This is an optimization exercise on Yosys and OpenROAD, whose aim is small area, a short achievable clock period and few clock cycles per item, not a production implementation.
RTL that was checked went through simulation tests only; none was proved equivalent to the original.
No activity file was given, so power comes from the tool's default toggle rates.

== before ==
Design processor, start of the top module:
module processor (clock, reset, instr, pc, bus, bus_valid, exit);
	input clock;
	input reset;             
	input [15:0] instr;      
	output reg [5:0] pc;     
	output [15:0] bus;
	output bus_valid;
	output exit;
	reg [2:0] op;            
	reg [7:0] sa, sb;        
	reg [9:0] lo;            
	reg [5:0] alt;           
	reg valid;               
	reg halted;              
	wire [15:0] imm = {{6{lo[9]}}, lo};
	wire [5:0] off = lo[5:0];
	wire ex = valid & ~halted;
	reg [15:0] r0, r1, r2, r3, r4, r5, r6, r7;
	wire [15:0] ra = ({16{sa[0]}} & r0) | ({16{sa[1]}} & r1) | ({16{sa[2]}} & r2) | ({16{sa[3]}} & r3) |
	                 ({16{sa[4]}} & r4) | ({16{sa[5]}} & r5) | ({16{sa[6]}} & r6) | ({16{sa[7]}} & r7);
	wire [15:0] rb = ({16{sb[0]}} & r0) | ({16{sb[1]}} & r1) | ({16{sb[2]}} & r2) | ({16{sb[3]}} & r3) |
	                 ({16{sb[4]}} & r4) | ({16{sb[5]}} & r5) | ({16{sb[6]}} & r6) | ({16{sb[7]}} & r7);
	wire sub = (op == 3'b001);
	wire s_sum = ~reset & (op == 3'b000 | op == 3'b001);
	wire s_nan = ~reset & (op == 3'b010);
	wire s_imm = ~reset & (op == 3'b101);
	wire s_rep = ~reset & (op == 3'b111);
	wire [15:0] other = ({16{s_nan}} & ~(ra & rb)) | ({16{s_imm}} & imm) | ({16{s_rep}} & rb);
	wire [15:0] wd;
	addks u_add (.x(ra), .y(rb ^ {16{sub}}), .cin(sub), .sel(s_sum), .other(other), .o(wd));
	wire wr = ex & (op == 3'b000 | op == 3'b001 | op == 3'b010 | op == 3'b101 | op == 3'b111);
	wire [7:0] we = {8{reset}} | ({8{wr}} & sa);
	always @(posedge clock) begin
		if (we[0]) r0 <= wd;
  ...
For scale: about 170 flip-flops, about 42 I/O pins, ~0.0088 mm2 of cells after synthesis.
Settings: LEC_CHECK=0, CAP_MARGIN=20, CORE_MARGIN=2, CORE_UTILIZATION=55, CTS_BUF_LIST=sky130_fd_sc_hd__clkbuf_4 sky130_fd_sc_hd__clkbuf_8, SETUP_SLACK_MARGIN=3.8, SLEW_MARGIN=20, SYNTH_HIERARCHICAL=1, SYNTH_MINIMUM_KEEP_SIZE=0; clock period 7.0 ns.
standard.sh (not shown) runs the stock make flow with config.mk's settings and CLKGATE_MAP_FILE= SYNTH_SCRIPT=/design/flow/synth_recipe.tcl, a recipe that flattens the netlist after the stock synthesis.
==> flow/flow/run.sh <==
#!/bin/bash
# Standard layout (the standard.sh, unchanged synthesis and steps), with
# one change: the buffers placed on the ports are sky130_fd_sc_hd__buf_1
# instead of the default cell the port-buffering step picks.
# The make output goes to standard.log; each ORFS step keeps its own log
# under orfs/logs/.
set -euo pipefail
export BUFFER_PORTS_ARGS="-buffer_cell sky130_fd_sc_hd__buf_1"
bash standard.sh > standard.log 2>&1
before: done, clean on timing, DRC and antenna
Edits applied to the flow inputs when going from before to after:
Settings: putting CTS_CLUSTER_SIZE at 40 where nothing was set; putting CTS_CLUSTER_DIAMETER at 100 where nothing was set.
## What came out
- Re share of layout cells above drive strength 1: no difference whatsoever between after and before.
- Comparing before against after, there is no change at all in area of the die.
- As far as share of async-settable or async-resettable flops after synthesis goes, before and after are indistinguishable; the numbers are identical.
- The design area on after is in line with that on before.
- There was hardly any difference in total design power between before and after.
- Re area used by sequential logic in the layout: no difference whatsoever between after and before.
- Minimum setup slack among reg-to-reg paths across before and after: no real change.
No run of this note included a check of the RTL's function; only the layout flow was run.


try-quartz:
Another version of the RTL of processor (not shown whole).
For scale: ~710 cells after synthesis, about 190 flip-flops, roughly 9100 µm² of cells after synthesis.
==> flow/config.mk <==
export PLATFORM = sky130hd
export DESIGN_NAME = processor
export DESIGN_NICKNAME = processor
export VERILOG_FILES = /design/flow/design.v
export SDC_FILE = /design/flow/constraint.sdc
export NUM_CORES = 4
export LEC_CHECK = 0
export CAP_MARGIN = 20
export CORE_MARGIN = 2
export CORE_UTILIZATION = 55
export CTS_BUF_LIST = sky130_fd_sc_hd__clkbuf_4 sky130_fd_sc_hd__clkbuf_8
export SETUP_SLACK_MARGIN = 4.1
export SLEW_MARGIN = 20
export SYNTH_HIERARCHICAL = 1
export SYNTH_MINIMUM_KEEP_SIZE = 0
==> flow/constraint.sdc <==
create_clock -name core_clock -period 7.0 [get_ports {clock}]
set_input_delay 1.4000 -clock core_clock [delete_from_list [all_inputs] [get_ports {clock}]]
set_output_delay 1.4000 -clock core_clock [all_outputs]
set_load 0.01 [all_outputs]
Scripts as last shown in full above: flow/flow/run.sh
try-quartz went all the way through synthesis, placement and routing and the layout is clean on timing, DRC and antenna.
Testbench counts of try-quartz, summed over its fixed seeds: cycles 45,298, instructions 43,963.
diff inputs: try-quartz => try-yarrow
Settings: SETUP_SLACK_MARGIN changed from 4.1 to 4.0.
==> flow/flow/run.sh <==
#!/bin/bash
set -euo pipefail
export BUFFER_PORTS_ARGS="-buffer_cell sky130_fd_sc_hd__buf_1"
export CTS_ARGS="-sink_clustering_enable -repair_clock_nets -buf_list {sky130_fd_sc_hd__clkbuf_4 sky130_fd_sc_hd__clkbuf_8} -dont_use_dummy_load"
bash standard.sh > standard.log 2>&1
Results
In the flow results for try-quartz and try-yarrow, the buffer count excluding the clock tree in the final layout is smaller on try-yarrow.
Classification of the worst setup path = in -> reg: try-quartz; classification of the worst setup path = reg -> reg: try-yarrow
Looking at try-quartz and try-yarrow, the clock-pin slew reported for the worst setup and hold paths after clock tree synthesis is a wash.
The via count reported for try-yarrow is lower than the one for try-quartz.
Taking try-quartz as the reference point, the final area of try-yarrow falls by 4.9%.
Diff try-quartz -> try-yarrow | final cycle utilization of the critical path | increase of 1.2 points
## Diff of input files: try-garnet against try-yarrow
Settings: CORE_UTILIZATION: 55 -> 65.
[summary]
- Looking at try-garnet and try-yarrow, the power is a wash.
- try-garnet vs. try-yarrow: number of setup buffers added after CTS now sits lower, maximum fanout encountered on the critical timing path now sits higher, global routing usage on met2 now sits higher, layout overhead on the synthesized area now sits lower.
- The die used by try-garnet is smaller than the one used by try-yarrow.
- The final wirelength number comes out higher for try-yarrow vs try-garnet.
The following lists how try-fjord was set up differently from try-garnet:
Settings: GPL_ROUTABILITY_DRIVEN: unset -> 0; CORE_UTILIZATION: 65 -> 55.
==> flow/flow/run.sh <==
#!/bin/bash
# Standard layout (the standard.sh, unchanged synthesis and steps), with
# one change: the buffers placed on the ports are sky130_fd_sc_hd__buf_1
# instead of the default cell the port-buffering step picks.
# The make output goes to standard.log; each ORFS step keeps its own log
# under orfs/logs/.
set -euo pipefail
export BUFFER_PORTS_ARGS="-buffer_cell sky130_fd_sc_hd__buf_1"
bash standard.sh > standard.log 2>&1
## What came out
Re synthesized cell count: no difference whatsoever between try-garnet and try-fjord.
Diff try-garnet -> try-fjord: top achievable clock speed higher; width of the die higher; total power after layout higher.
r0[14]$_DFFE_PP_ as the last element of the critical path was reported by try-fjord, and r7[14]$_DFFE_PP_ by try-garnet.
Looking at minimum setup slack in the final design, try-fjord sits 0.031 ns above try-garnet.
On multi-input combinational area share: between try-garnet and try-fjord, it ends up higher for try-garnet.
What try-harbor does differently from try-fjord at the input level:
Settings: clearing GPL_ROUTABILITY_DRIVEN, which used to be 0; putting PLACE_DENSITY at 0.75 where nothing was set.
==> comparison <==
try-harbor vs try-fjord: via count up in try-harbor. Any difference in sequential share of layout area between try-harbor and try-fjord is small enough to ignore. try-fjord → try-harbor: setup slack lost 0.048 ns, worst supply voltage drop on vdd lost 2.1%, iteration-0 DRC count of the detailed router picked up an extra about 50%, switching portion of total power lost 0.90 points, power per cell area lost 3.4 nW/µm². In the tables for try-fjord and try-harbor, share of final-layout standard cells stronger than drive strength 1 reads higher with try-fjord. try-harbor ends up with lower clock share of power than try-fjord does. Wire length of the first global-routing pass went down by a few percent going from try-fjord to try-harbor. Static leakage power ended up 0.017 nW higher on try-harbor than on try-fjord.
> inputs changed (try-harbor -> try-maple)
Settings: clearing PLACE_DENSITY, which used to be 0.75.
### Flow results
- Combinational share of power (try-maple over try-harbor): decrease, 0.2 points
- Between try-maple and try-harbor, the difference in post-synthesis simple-gate area fraction is negligible.
- try-harbor -> try-maple: sequential power flat
- The higher global-route wire length before repair of try-maple and try-harbor is in try-maple.
- Any difference in multi-input logic area between try-harbor and try-maple is small enough to ignore.
- Relative to try-harbor, final worst hold slack has increased by 0.0060 ns in try-maple.
- met2 track demand over resource in global routing is lower on try-harbor


Q:
Starting RTL as in the previous note.
==> flow/config.mk <==
export PLATFORM = sky130hd
export DESIGN_NAME = processor
export DESIGN_NICKNAME = processor
export VERILOG_FILES = /design/flow/design.v
export SDC_FILE = /design/flow/constraint.sdc
export NUM_CORES = 4
export LEC_CHECK = 0
export CAP_MARGIN = 20
export CORE_MARGIN = 2
export CORE_UTILIZATION = 55
export CTS_BUF_LIST = sky130_fd_sc_hd__clkbuf_4 sky130_fd_sc_hd__clkbuf_8
export SETUP_SLACK_MARGIN = 4.2
export SLEW_MARGIN = 20
export SYNTH_HIERARCHICAL = 1
export SYNTH_MINIMUM_KEEP_SIZE = 0
==> flow/constraint.sdc <==
create_clock -name core_clock -period 7.0 [get_ports {clock}]
set_input_delay 1.4000 -clock core_clock [delete_from_list [all_inputs] [get_ports {clock}]]
set_output_delay 1.4000 -clock core_clock [all_outputs]
set_load 0.01 [all_outputs]
==> flow/flow/run.sh <==
#!/bin/bash
set -euo pipefail
export BUFFER_PORTS_ARGS="-buffer_cell sky130_fd_sc_hd__buf_1"
export CTS_ARGS="-sink_clustering_enable -repair_clock_nets -buf_list {sky130_fd_sc_hd__clkbuf_4 sky130_fd_sc_hd__clkbuf_8} -dont_use_dummy_load"
bash standard.sh > standard.log 2>&1
Q finished every step from synthesis to the final layout, and the layout passed the timing, design-rule and antenna checks.
Testbench counts of Q, summed over its fixed seeds: cycles 45,298, instructions 43,963.
For S, these inputs were changed with respect to Q:
- SETUP_SLACK_MARGIN: 4.2 -> 4.0
- CORE_UTILIZATION: 55 -> 45
Results
- Largest fanout on the critical path for S is higher than for Q.
- Re final area: S is 890 sq um down on Q.
- Re setup slack of the worst register-to-register path: S is 200 ps down on Q.
- Going from Q to S, initial antenna violation count lost 1, delay contributed by the slowest stage of the critical path lost 130 ps.
- Worst-margin pin slew, Q and S: smaller value in Q
- Side by side, first-pass GRT wire length turned out lower in S than in Q.


Setup of job 101:
processor, a different RTL version from the one above (not shown whole).
For scale: about 670 cells after synthesis, ~170 flip-flops, roughly 42 I/O pins, about 8300 sq um of cells after synthesis.
clock: 7.0 ns
lec_check: 0
cap_margin: 20
core_margin: 2
core_utilization: 70
cts_buf_list: sky130_fd_sc_hd__clkbuf_4 sky130_fd_sc_hd__clkbuf_8
setup_slack_margin: 3.0
slew_margin: 20
synth_hierarchical: 1
synth_minimum_keep_size: 0
run.sh (not shown) runs the stock make flow with config.mk's settings and CLKGATE_MAP_FILE= SYNTH_SCRIPT=/design/flow/synth_recipe.tcl, a recipe that flattens the netlist after the stock synthesis.
Stock flow here: none of the scripts above is used.
Testbench counts of job 101, summed over its fixed seeds: cycles 45,298, instructions 43,963.
Changes in job 102 relative to job 101:
- a change of CORE_UTILIZATION from 70 to 55
## What came out
Compared with job 101, in job 102 vertical die dimension picked up an extra about 12%, total power picked up an extra 22 uW, number of cells on the critical path picked up an extra 1, via density per instance lost 0.54, design area picked up an extra about 1.2%. When job 102 is set beside job 101, its initial core utilization turns out to be 16 points smaller.


== run 1 ==
Another version of the RTL of processor (not shown whole).
Size: roughly 680 cells after synthesis, ~42 I/O pins.
clock: 7.0 ns
lec_check: 0
cap_margin: 20
core_margin: 2
core_utilization: 55
cts_buf_list: sky130_fd_sc_hd__clkbuf_4 sky130_fd_sc_hd__clkbuf_8
setup_slack_margin: 3.5
slew_margin: 20
synth_hierarchical: 1
synth_minimum_keep_size: 0
In summary, run 1 completed successfully, with a layout that passed the timing, design-rule and antenna checks.
Testbench counts of run 1, summed over its fixed seeds: cycles 45,298, instructions 43,963.
For run 2, these inputs were changed with respect to run 1:
- SETUP_SLACK_MARGIN: 3.5 -> 4.0
### Flow results
Sequential share of layout area (run 2 over run 1): decrease, 9.6 points. Sort run 1 and run 2 by power share of the combinational group, ascending, and run 1 comes first. Per the comparison of run 2 with run 1, clock power share climbed 0.9 points, count of buffers not belonging to the clock network in the layout went up about 210%, part of the power in registers down 9.0 points. Looking at met1 wire length across run 1 and run 2, the one that comes out higher is run 2. Worst voltage drop across the vdd grid, run 2 vs run 1: up by more than 10%.
## Diff of input files: run 3 against run 2
- swapping 4.0 for 3.0 in SETUP_SLACK_MARGIN
==> summary.txt <==
Going from run 2 to run 3, routed length per instance lost 6.3%; total half-perimeter wirelength after legalization and detailed placement picked up an extra 2.8%; wire length lost 18%. Run 3 reports its end point of the critical path as bus[15] while run 2 reports r2[9]$_DFFE_PP_.

==> what the ideal ports hide <==
No port has a modelled driver above. Below, the same layouts with a new extraction and two added sets of constraints. Step 1 (the two cells are an assumption about what drives the block):
set clk [get_ports {clock}]
set_driving_cell -lib_cell sky130_fd_sc_hd__clkbuf_16 $clk
set_driving_cell -lib_cell sky130_fd_sc_hd__buf_2 [delete_from_list [all_inputs] $clk]
Step 2 times the ports against the registers' clock, not the clock port: input delays grow and output delays shrink by t, the midpoint of the rising clock arrivals with the driver on. Slacks: no drivers / after step 1 / after step 2; pairs: no drivers / after step 1.
run	t (ns)	setup WS [ns]	hold slack, ns	worst setup path at the end	worst register clock-pin slew, ns
before	0.515	3.873 / 3.833 / 3.434	0.512 / 0.512 / 0.512	input to register	0.10 / 0.10
after	0.515	3.873 / 3.833 / 3.434	0.512 / 0.512 / 0.512	input to register	0.10 / 0.10
try-quartz	0.502	4.145 / 4.149 / 3.649	0.508 / 0.508 / 0.508	input to register	0.11 / 0.11
try-yarrow	0.485	4.059 / 4.059 / 3.600	0.508 / 0.508 / 0.508	input to register	0.10 / 0.10
try-garnet	0.514	4.063 / 4.053 / 3.626	0.503 / 0.503 / 0.503	input to register	0.10 / 0.10
try-fjord	0.497	4.094 / 4.087 / 3.612	0.514 / 0.514 / 0.514	input to register	0.11 / 0.11
try-harbor	0.509	4.046 / 4.033 / 3.611	0.508 / 0.508 / 0.508	input to register	0.10 / 0.10
try-maple	0.497	4.094 / 4.087 / 3.612	0.514 / 0.514 / 0.514	input to register	0.11 / 0.11
Q	0.494	4.209 / 4.209 / 3.736	0.447 / 0.447 / 0.447	input to register	0.10 / 0.10
S	0.499	3.977 / 3.994 / 3.495	0.496 / 0.496 / 0.496	input to register	0.10 / 0.10
job 101	0.503	3.199 / 3.199 / 3.067	0.511 / 0.511 / 0.511	input to register	0.09 / 0.09
job 102	0.502	3.310 / 3.274 / 3.113	0.510 / 0.510 / 0.510	input to register	0.10 / 0.10
run 1	0.504	3.477 / 3.438 / 3.174	0.515 / 0.515 / 0.515	input to register	0.09 / 0.09
run 2	0.508	3.687 / 3.687 / 3.667	0.512 / 0.512 / 0.512	input to register	0.10 / 0.10
run 3	0.504	3.260 / 3.221 / 3.137	0.516 / 0.516 / 0.516	input to register	0.10 / 0.10
After both steps setup and hold are still met in every run listed. For try-quartz, which loses most, drivers alone change the setup slack by +0.004 ns; drivers and shift together by -0.496 ns.
